From an optimization exercise on the open Yosys and OpenROAD flow, aimed at small area, a short achievable clock period and few clock cycles; shortcuts taken in it are not production practice. Where RTL was checked, it was by simulation tests only, not by an equivalence proof against the original. Power is estimated from default activity; no workload was simulated.

Design MS, start of the top module:
module MS(
	rst_n,
	clk,
	in_valid,
	maze,
	player_x,
	player_y,
	prize_x_1,
	prize_y_1,
	prize_x_2,
	prize_y_2,
	prize_x_3,
	prize_y_3,
	out_valid,
	out_x,
	out_y
);
Size: about 3100 cells after synthesis, ~500 flip-flops, roughly 59 I/O pins, ~0.030 mm² of cells after synthesis.
clock: 12.0 ns
lec_check: 0
cap_margin: 20
core_margin: 2
core_utilization: 60
cts_buf_list: sky130_fd_sc_hd__clkbuf_4 sky130_fd_sc_hd__clkbuf_8
cts_cluster_size: 24
slew_margin: 20
synth_memory_max_bits: 8192
standard.sh (not shown) runs the stock make flow with config.mk's settings and CLKGATE_MAP_FILE= SYNTH_SCRIPT=/design/flow/synth_recipe.tcl, a recipe that flattens the netlist after the stock synthesis.
==> flow/flow/run.sh <==
#!/bin/bash
# The standard layout (synthesis unchanged), with timing repair aiming
# for a larger setup margin than the default flow settings allow. The full
# output of the make run (yosys, openroad, klayout) goes to standard.log;
# each ORFS step also keeps its own log under orfs/logs.
set -euo pipefail
bash standard.sh SETUP_SLACK_MARGIN=8.5 finish > standard.log 2>&1
Rerun with:
CORE_UTILIZATION = 75   (was 60)
CTS_BUF_LIST = not set   (was sky130_fd_sc_hd__clkbuf_4 sky130_fd_sc_hd__clkbuf_8)
CTS_CLUSTER_SIZE = not set   (was 24)
The new run went through all stages and came out clean.
Power went up by about 2.8%.
Wire length went up by about 4%.
Worst setup slack improved by 0.018 ns.
Combinational power went up by 5.8%.
Rerun with:
CORE_UTILIZATION = 60   (was 75)
Non-clock buffer count fell by 2.
Sequential share of layout area hardly moves.
Total power is lower by 3.4%.
Final area barely changes.
Function was not checked in any run of this note: the RTL went through the layout flow alone.

* * *

v12:
The RTL this note starts from:
==> flow/design.v <==
module RA1SH(Q, CLK, CEN, WEN, A, D, OEN);
output reg [7:0] Q;
input CLK, CEN, WEN, OEN;
input [7:0] A;
input [7:0] D;
reg [7:0] mem [0:255];
always @(posedge CLK) begin
	if (!CEN) begin
		if (!WEN) mem[A] <= D;
		else Q <= mem[A];
	end
end
endmodule
module MS(
	rst_n,
	clk,
	in_valid,
	maze,
	player_x,
	player_y,
	prize_x_1,
	prize_y_1,
	prize_x_2,
	prize_y_2,
	prize_x_3,
	prize_y_3,
	out_valid,
	out_x,
	out_y
);
input rst_n, clk, in_valid;
input [14:0] maze;
input [3:0] player_x, player_y;
input [3:0] prize_x_1, prize_y_1;
input [3:0] prize_x_2, prize_y_2;
input [3:0] prize_x_3, prize_y_3;
output reg out_valid;
output reg [3:0] out_x, out_y;
localparam ST_IDLE  = 3'd0,
           ST_LOAD  = 3'd1,
           ST_INJ   = 3'd2,
           ST_FLOOD = 3'd3,
           ST_WALK  = 3'd4,
           ST_PRE   = 3'd5;
reg [2:0] st;
reg [3:0] cnt;
reg [2:0] rem;      
reg [2:0] pend;     
reg       clrf;     
reg       par;      
reg       sv;       
reg [3:0] wx, wy;   
reg [1:0] wd;       
reg [5:0] ia, ib;   
reg       sRA, sFA, sRB, sFB, sD0, sD1;
reg       ij, jclr;
reg [3:0] jx, jy;
reg [3:0] qx1, qy1, qx2, qy2, qx3, qy3;
reg [55:0] hw, vw;
wire [6:0] hrow = {maze[13], maze[11], maze[9], maze[7], maze[5], maze[3], maze[1]};
wire [7:0] vrow = {maze[14], maze[12], maze[10], maze[8], maze[6], maze[4], maze[2], maze[0]};
always @(posedge clk) begin
	if (in_valid & ~par) hw <= {hrow, hw[55:7]};
	if (in_valid &  par) vw <= {vrow, vw[55:8]};
end
always @(posedge clk or negedge rst_n) begin
	if (!rst_n) par <= 1'b0;
	else par <= in_valid & ~par;
end
wire [2:0] pfirst = pend[0] ? 3'b001 : pend[1] ? 3'b010 : 3'b100;
wire pgo = (st == ST_INJ) || (st == ST_LOAD && cnt >= 4'd2);
wire s_hp = jx[0];
wire s_vp = jy[0];
wire s_nd = ~jx[0] & ~jy[0];
wire [7:0] ca = 8'b1 << jx[3:1];
wire [7:0] ra = 8'b1 << jy[3:1];
wire [7:0] cb = s_hp ? {ca[6:0], 1'b0} : (s_vp ? ca : 8'b0);
wire [7:0] rb = s_vp ? {ra[6:0], 1'b0} : ra;
wire fl = (st == ST_FLOOD) || (st == ST_WALK) || (st == ST_PRE);
reg [63:0] R, F, D0, D1;
genvar gi, gj;
generate
for (gj = 0; gj < 8; gj = gj + 1) begin : row
	for (gi = 0; gi < 8; gi = gi + 1) begin : col
		localparam integer N = gj * 8 + gi;
		wire nr = (gi < 7) ? (~hw[(gj*7+gi) % 56]   & R[(N+1) % 64]) : 1'b0;
		wire nl = (gi > 0) ? (~hw[(gj*7+gi+55) % 56] & R[(N+63) % 64]) : 1'b0;
		wire nd = (gj < 7) ? (~vw[(gj*8+gi) % 56]   & R[(N+8) % 64]) : 1'b0;
		wire nu = (gj > 0) ? (~vw[(gj*8+gi+48) % 56] & R[(N+56) % 64]) : 1'b0;
		wire er = nr & ~F[(N+1) % 64];
		wire el = nl & ~F[(N+63) % 64];
		wire ed = nd & ~F[(N+8) % 64];
		wire eu = nu & ~F[(N+56) % 64];
		wire anye = er | el | ed | eu;
		wire anyn = nr | nl | nd | nu;
		wire sr = anye ? er : nr;
		wire sl = anye ? el : nl;
		wire sd = anye ? ed : nd;
		wire nax = ~(sr | sl);
		wire nng = nax ? ~sd : sl;
		wire isA = ca[gi] & ra[gj];
		wire isB = cb[gi] & rb[gj];
		wire Rb = R[N] & ~jclr;
		wire Fb = F[N] & ~jclr;
		always @(posedge clk) begin
			if (ij) begin
				if (isA & s_nd) begin
					R[N] <= 1'b1; F[N] <= 1'b0;
				end else if ((isA | isB) & ~s_nd & ~Rb) begin
					R[N] <= 1'b1; F[N] <= 1'b1;
					D0[N] <= s_vp; D1[N] <= isB;
				end else begin
					R[N] <= Rb; F[N] <= Fb;
				end
			end else if (fl) begin
				if (~R[N] & anyn) begin
					R[N] <= 1'b1; F[N] <= ~anye;
					D0[N] <= nax; D1[N] <= nng;
				end else begin
					F[N] <= 1'b0;
				end
			end
		end
	end
end
endgenerate
wire at_node = ~wx[0] & ~wy[0];
wire w_vp = wy[0];
wire goA = sRA & (~sRB | ~sFA);
wire sdet = sv & (at_node ? sRA : (sRA | sRB));
wire [1:0] pdir = {w_vp, goA};
wire [1:0] dir = at_node ? {sD0, sD1} : wd;
wire [3:0] nx = dir[1] ? wx : (dir[0] ? wx - 4'd1 : wx + 4'd1);
wire [3:0] ny = dir[1] ? (dir[0] ? wy - 4'd1 : wy + 4'd1) : wy;
wire [2:0] hx = dir[0] ? wx[3:1] - 3'd1 : wx[3:1] + 3'd1;
wire [2:0] hy = dir[0] ? wy[3:1] - 3'd1 : wy[3:1] + 3'd1;
wire [5:0] ahead = dir[1] ? {hy, wx[3:1]} : {wy[3:1], hx};
wire [5:0] pa = {wy[3:1], wx[3:1]};
wire [5:0] pb = pa + (w_vp ? 6'd8 : 6'd1);
wire m1 = rem[0] && wx == qx1 && wy == qy1;
wire m2 = rem[1] && wx == qx2 && wy == qy2;
wire m3 = rem[2] && wx == qx3 && wy == qy3;
wire [2:0] mv = {m3, m2, m1};
wire match = m1 | m2 | m3;
wire [2:0] rem_n = rem & ~mv;
wire start = in_valid && (st != ST_LOAD);
wire step = (st == ST_PRE) || ((st == ST_FLOOD) && sdet && at_node) ||
            ((st == ST_WALK) && !match);
always @(posedge clk) begin
	sRA <= R[ia]; sFA <= F[ia]; sD0 <= D0[ia]; sD1 <= D1[ia];
	sRB <= R[ib]; sFB <= F[ib];
end
always @(posedge clk or negedge rst_n) begin
	if (!rst_n) begin
		st <= ST_IDLE;
		cnt <= 4'd0;
		rem <= 3'b000;
		pend <= 3'b000;
		clrf <= 1'b0;
		ij <= 1'b0;
		sv <= 1'b0;
		out_valid <= 1'b0;
	end else begin
		out_valid <= step;
		sv <= ((st == ST_FLOOD) || (st == ST_LOAD)) && !ij;
		ij <= 1'b0;
		if (pgo && pend != 3'b000) begin
			ij <= 1'b1;
			pend <= pend & ~pfirst;
			clrf <= 1'b0;
		end
		if (start) begin
			st <= ST_LOAD;
			cnt <= 4'd1;
			rem <= 3'b111;
			pend <= 3'b111;
			clrf <= 1'b1;
		end else begin
			case (st)
			ST_LOAD: begin
				cnt <= cnt + 4'd1;
				if (cnt == 4'd1) out_valid <= 1'b1;
				if (cnt == 4'd14) st <= ST_FLOOD;
			end
			ST_INJ: begin
				if ((pend & ~pfirst) == 3'b000) st <= ST_FLOOD;
			end
			ST_FLOOD: begin
				if (sdet) st <= at_node ? ST_WALK : ST_PRE;
			end
			ST_PRE: st <= ST_WALK;
			ST_WALK: begin
				if (match) begin
					rem <= rem_n;
					if (rem_n == 3'b000) st <= ST_IDLE;
					else begin
						st <= ST_INJ;
						pend <= rem_n;
						clrf <= 1'b1;
					end
				end
			end
			default: st <= ST_IDLE;
			endcase
		end
	end
end
always @(posedge clk) begin
	if (pgo) begin
		jx <= pfirst[0] ? qx1 : pfirst[1] ? qx2 : qx3;
		jy <= pfirst[0] ? qy1 : pfirst[1] ? qy2 : qy3;
		jclr <= clrf;
	end
	if (st == ST_LOAD) begin
		qx1 <= prize_x_1; qy1 <= prize_y_1;
		qx2 <= prize_x_2; qy2 <= prize_y_2;
		qx3 <= prize_x_3; qy3 <= prize_y_3;
	end
	if (st == ST_FLOOD && sdet && !at_node) begin
		ia <= goA ? pa : pb;
		wd <= pdir;
	end else if (step) begin
		if (at_node) ia <= ahead;
		wd <= dir;
	end else if (st != ST_FLOOD && st != ST_WALK) begin
		ia <= pa;
		ib <= pb;
	end
	if (st == ST_LOAD && cnt == 4'd1) begin
		wx <= player_x; wy <= player_y;
		out_x <= player_x; out_y <= player_y;
	end else if (step) begin
		wx <= nx; wy <= ny;
		out_x <= nx; out_y <= ny;
	end else begin
		out_x <= 4'd0; out_y <= 4'd0;
	end
end
endmodule
clock: 12.0 ns
lec_check: 0
cap_margin: 20
core_margin: 2
core_utilization: 40
slew_margin: 20
synth_memory_max_bits: 8192
run.sh (not shown) runs the stock make flow with config.mk's settings and CLKGATE_MAP_FILE= SYNTH_SCRIPT=/design/flow/synth_recipe.tcl, a recipe that flattens the netlist after the stock synthesis.
Stock flow here: none of the scripts above is used.
Testbench counts of v12, summed over its fixed seeds: cycles 7,456.
The following lists how v4 was set up differently from v12:
==> flow/flow/run.sh (new file) <==
#!/bin/bash
bash standard.sh SETUP_SLACK_MARGIN=8 finish > standard.log 2>&1
==> flow/standard.sh (new file) <==
#!/bin/bash
# synth_recipe.tcl (not shown) runs the flow's synth.tcl, then flattens the netlist and writes it again
# the make line also repeats each setting of config.mk as NAME=value (left out here)
make -C /OpenROAD-flow-scripts/flow DESIGN_CONFIG=/design/flow/config.mk WORK_HOME=/design/flow/orfs CLKGATE_MAP_FILE= SYNTH_SCRIPT=/design/flow/synth_recipe.tcl "${@:-finish}"
removed: flow/run.sh
## What came out
- Of v12 and v4, the run reporting the higher final critical path time including I/O delays and setup was v12.
- In the metrics for v12 and v4, the one carrying the lower area growth from synthesis to layout is v4.
- From v12 to v4 the numbers moved as follows: minimum hold slack ~0 delta, detailed-route wire length up about 1.8%, sequential share of layout area picked up an extra 0.23 points, share of final-layout standard cells stronger than drive strength 1 shrank by 0.19 points.
- Delta (v4 minus v12): met1 layer usage reported by global route level, total power moved down.
- v12 vs v4, cell at the slowest stage of the critical path: sky130_fd_sc_hd__buf_4 vs sky130_fd_sc_hd__clkdlybuf4s50_1
- Per the comparison of v4 with v12, cell area fell by about 0.54%; combinational share of power rose by 1.2 points.

* * *

RTL: the design.v shown in full above, as it stands there.
Settings: LEC_CHECK=0, ABC_AREA=1, CAP_MARGIN=20, CORE_MARGIN=2, CORE_UTILIZATION=40, SLEW_MARGIN=20, SYNTH_MEMORY_MAX_BITS=8192; clock period 12.0 ns.
Stock flow here: none of the scripts above is used.
The baseline completed without violations.
Testbench counts at the start, summed over its fixed seeds: cycles 7,456.
Then changed:
==> flow/flow/run.sh (new file) <==
#!/bin/bash
cp standard.sh synth_recipe.tcl config.mk constraint.sdc flow_copy_ 2>/dev/null
mkdir -p ref && cp standard.sh synth_recipe.tcl config.mk ref/
bash standard.sh > standard.log 2>&1
==> flow/standard.sh (new file) <==
#!/bin/bash
# synth_recipe.tcl (not shown) runs the flow's synth.tcl, then flattens the netlist and writes it again
# the make line also repeats each setting of config.mk as NAME=value (left out here)
make -C /OpenROAD-flow-scripts/flow DESIGN_CONFIG=/design/flow/config.mk WORK_HOME=/design/flow/orfs CLKGATE_MAP_FILE= SYNTH_SCRIPT=/design/flow/synth_recipe.tcl "${@:-finish}"
ABC_AREA = default   (was 1)
removed: flow/run.sh
Utilization goes up by 0.20 points.
Critical path depth came out higher by 2.
Synthesized cell count drops by about a fifth.
Total power shrinks slightly.
Via count falls by a little under a tenth.
Setup slack improved by 0.090 ns.
Sequential share of layout area goes down by 0.26 points.

* * *

== the reference run ==
Another version of the RTL of MS (not shown whole).
For scale: roughly 3100 cells after synthesis, roughly 490 flip-flops, about 59 I/O pins, roughly 29000 sq um of cells after synthesis.
export LEC_CHECK = 0
export CAP_MARGIN = 20
export CORE_MARGIN = 2
export CORE_UTILIZATION = 60
export SLEW_MARGIN = 20
export SYNTH_MEMORY_MAX_BITS = 8192
create_clock -name core_clock -period 12.0 [get_ports {clk}]
standard.sh (not shown) runs the stock make flow with config.mk's settings and CLKGATE_MAP_FILE= SYNTH_SCRIPT=/design/flow/synth_recipe.tcl, a recipe that flattens the netlist after the stock synthesis.
==> flow/flow/run.sh <==
#!/bin/bash
# The standard layout (synthesis unchanged), with timing repair aiming
# for a larger setup margin than the default flow settings allow. The full
# output of the make run (yosys, openroad, klayout) goes to standard.log;
# each ORFS step also keeps its own log under orfs/logs.
set -euo pipefail
bash standard.sh SETUP_SLACK_MARGIN=8 finish > standard.log 2>&1
No stage failed in the reference run, and the final checks on the layout all came back clean.
Testbench counts of the reference run, summed over its fixed seeds: cycles 6,323.
The following lists how the trial run was set up differently from the reference run:
-- flow/flow/run.sh --
<<< the reference run, line 6
set -euo pipefail
bash standard.sh SETUP_SLACK_MARGIN=8 finish > standard.log 2>&1
>>> the trial run, line 6
set -euo pipefail
bash standard.sh SETUP_SLACK_MARGIN=8.5 finish > standard.log 2>&1
## What came out
The trial run vs the reference run: number of global-route vias before repair up slightly
Relative to the reference run, number of antenna violations at the first check in global routing decreased by 1 in the trial run.
The reference run → the trial run: number of buffers created by CTS increased 1; worst-case setup margin in the final layout increased 0.35 ns; worst slack at placement increased 0.071 ns.

* * *

== zinc ==
MS, a different RTL version from the one above (not shown whole).
For scale: ~2800 cells after synthesis, ~59 I/O pins, roughly 0.028 mm² of cells after synthesis.
make LEC_CHECK=0 CAP_MARGIN=20 CORE_MARGIN=2 CORE_UTILIZATION=60 SLEW_MARGIN=20 SYNTH_MEMORY_MAX_BITS=8192 finish   # period 12.0 ns
run.sh (not shown) runs the stock make flow with config.mk's settings and CLKGATE_MAP_FILE= SYNTH_SCRIPT=/design/flow/synth_recipe.tcl, a recipe that flattens the netlist after the stock synthesis.
Stock flow here: none of the scripts above is used.
zinc | status: complete | timing, DRC, antenna: pass
Testbench counts of zinc, summed over its fixed seeds: cycles 6,411.
For willow, these inputs were changed with respect to zinc:
==> flow/flow/run.sh (new file) <==
#!/bin/bash
# The standard layout (synthesis unchanged), with timing repair aiming
# for a larger setup margin than the default flow settings allow. The full
# output of the make run (yosys, openroad, klayout) goes to standard.log;
# each ORFS step also keeps its own log under orfs/logs.
set -euo pipefail
bash standard.sh SETUP_SLACK_MARGIN=8.5 finish > standard.log 2>&1
==> flow/standard.sh (new file) <==
#!/bin/bash
# synth_recipe.tcl (not shown) runs the flow's synth.tcl, then flattens the netlist and writes it again
# the make line also repeats each setting of config.mk as NAME=value (left out here)
make -C /OpenROAD-flow-scripts/flow DESIGN_CONFIG=/design/flow/config.mk WORK_HOME=/design/flow/orfs CLKGATE_MAP_FILE= SYNTH_SCRIPT=/design/flow/synth_recipe.tcl "${@:-finish}"
removed: flow/run.sh
Findings:
Diff willow and zinc: final clock period utilization by the worst path higher in zinc
Delay of the slowest cell on the worst path, willow and zinc, lower one = willow.
For the number of stages on the worst setup path, willow came in 10 lower than zinc did.
willow: non-clock buffering overhead in the final layout is 1.0 points higher than what zinc reported.
willow ended with more share of the core filled with cells than zinc.
Diff zinc -> willow | largest vdd supply drop | increase of about 9%

[static timing again, ports no longer ideal]
The results above use ideal ports. As a check the final layouts listed here were re-extracted and re-timed, cells and wires unchanged. Step 1 (the two cells are an assumption about what drives the block):
set clk [get_ports {clk}]
set_driving_cell -lib_cell sky130_fd_sc_hd__clkbuf_16 $clk
set_driving_cell -lib_cell sky130_fd_sc_hd__buf_2 [delete_from_list [all_inputs] $clk]
Step 2 moves the port delays by t, midway between the first and last clock arrival at a register: inputs arrive t later, outputs are due t later. That takes back most of the time a late clock gives input paths. Three values: no drivers, after step 1, after step 2; two values: the first two.
run	shift t [ns]	slack for setup (ns)	worst setup path after step 2
the first run of note 1	0.782	8.405 / 8.347 / 8.545	register to register
the second run of note 1	0.691	8.423 / 8.369 / 8.365	input to register
the third run of note 1	0.684	8.512 / 8.443 / 8.533	register to register
v12	0.688	7.738 / 7.738 / 7.201	input to register
v4	0.675	8.046 / 7.977 / 7.449	input to register
the first run of note 3	0.681	7.647 / 7.686 / 7.005	input to register
the second run of note 3	0.688	7.738 / 7.738 / 7.201	input to register
the reference run	0.679	8.067 / 8.003 / 8.137	register to register
the trial run	0.692	8.416 / 8.352 / 8.564	register to register
zinc	0.679	7.577 / 7.577 / 7.577	register to register
willow	0.673	8.498 / 8.437 / 8.592	register to register
After both steps every run listed still meets setup and hold. For the first run of note 3, which loses most, drivers alone change the setup slack by +0.039 ns; drivers and shift together by -0.642 ns.
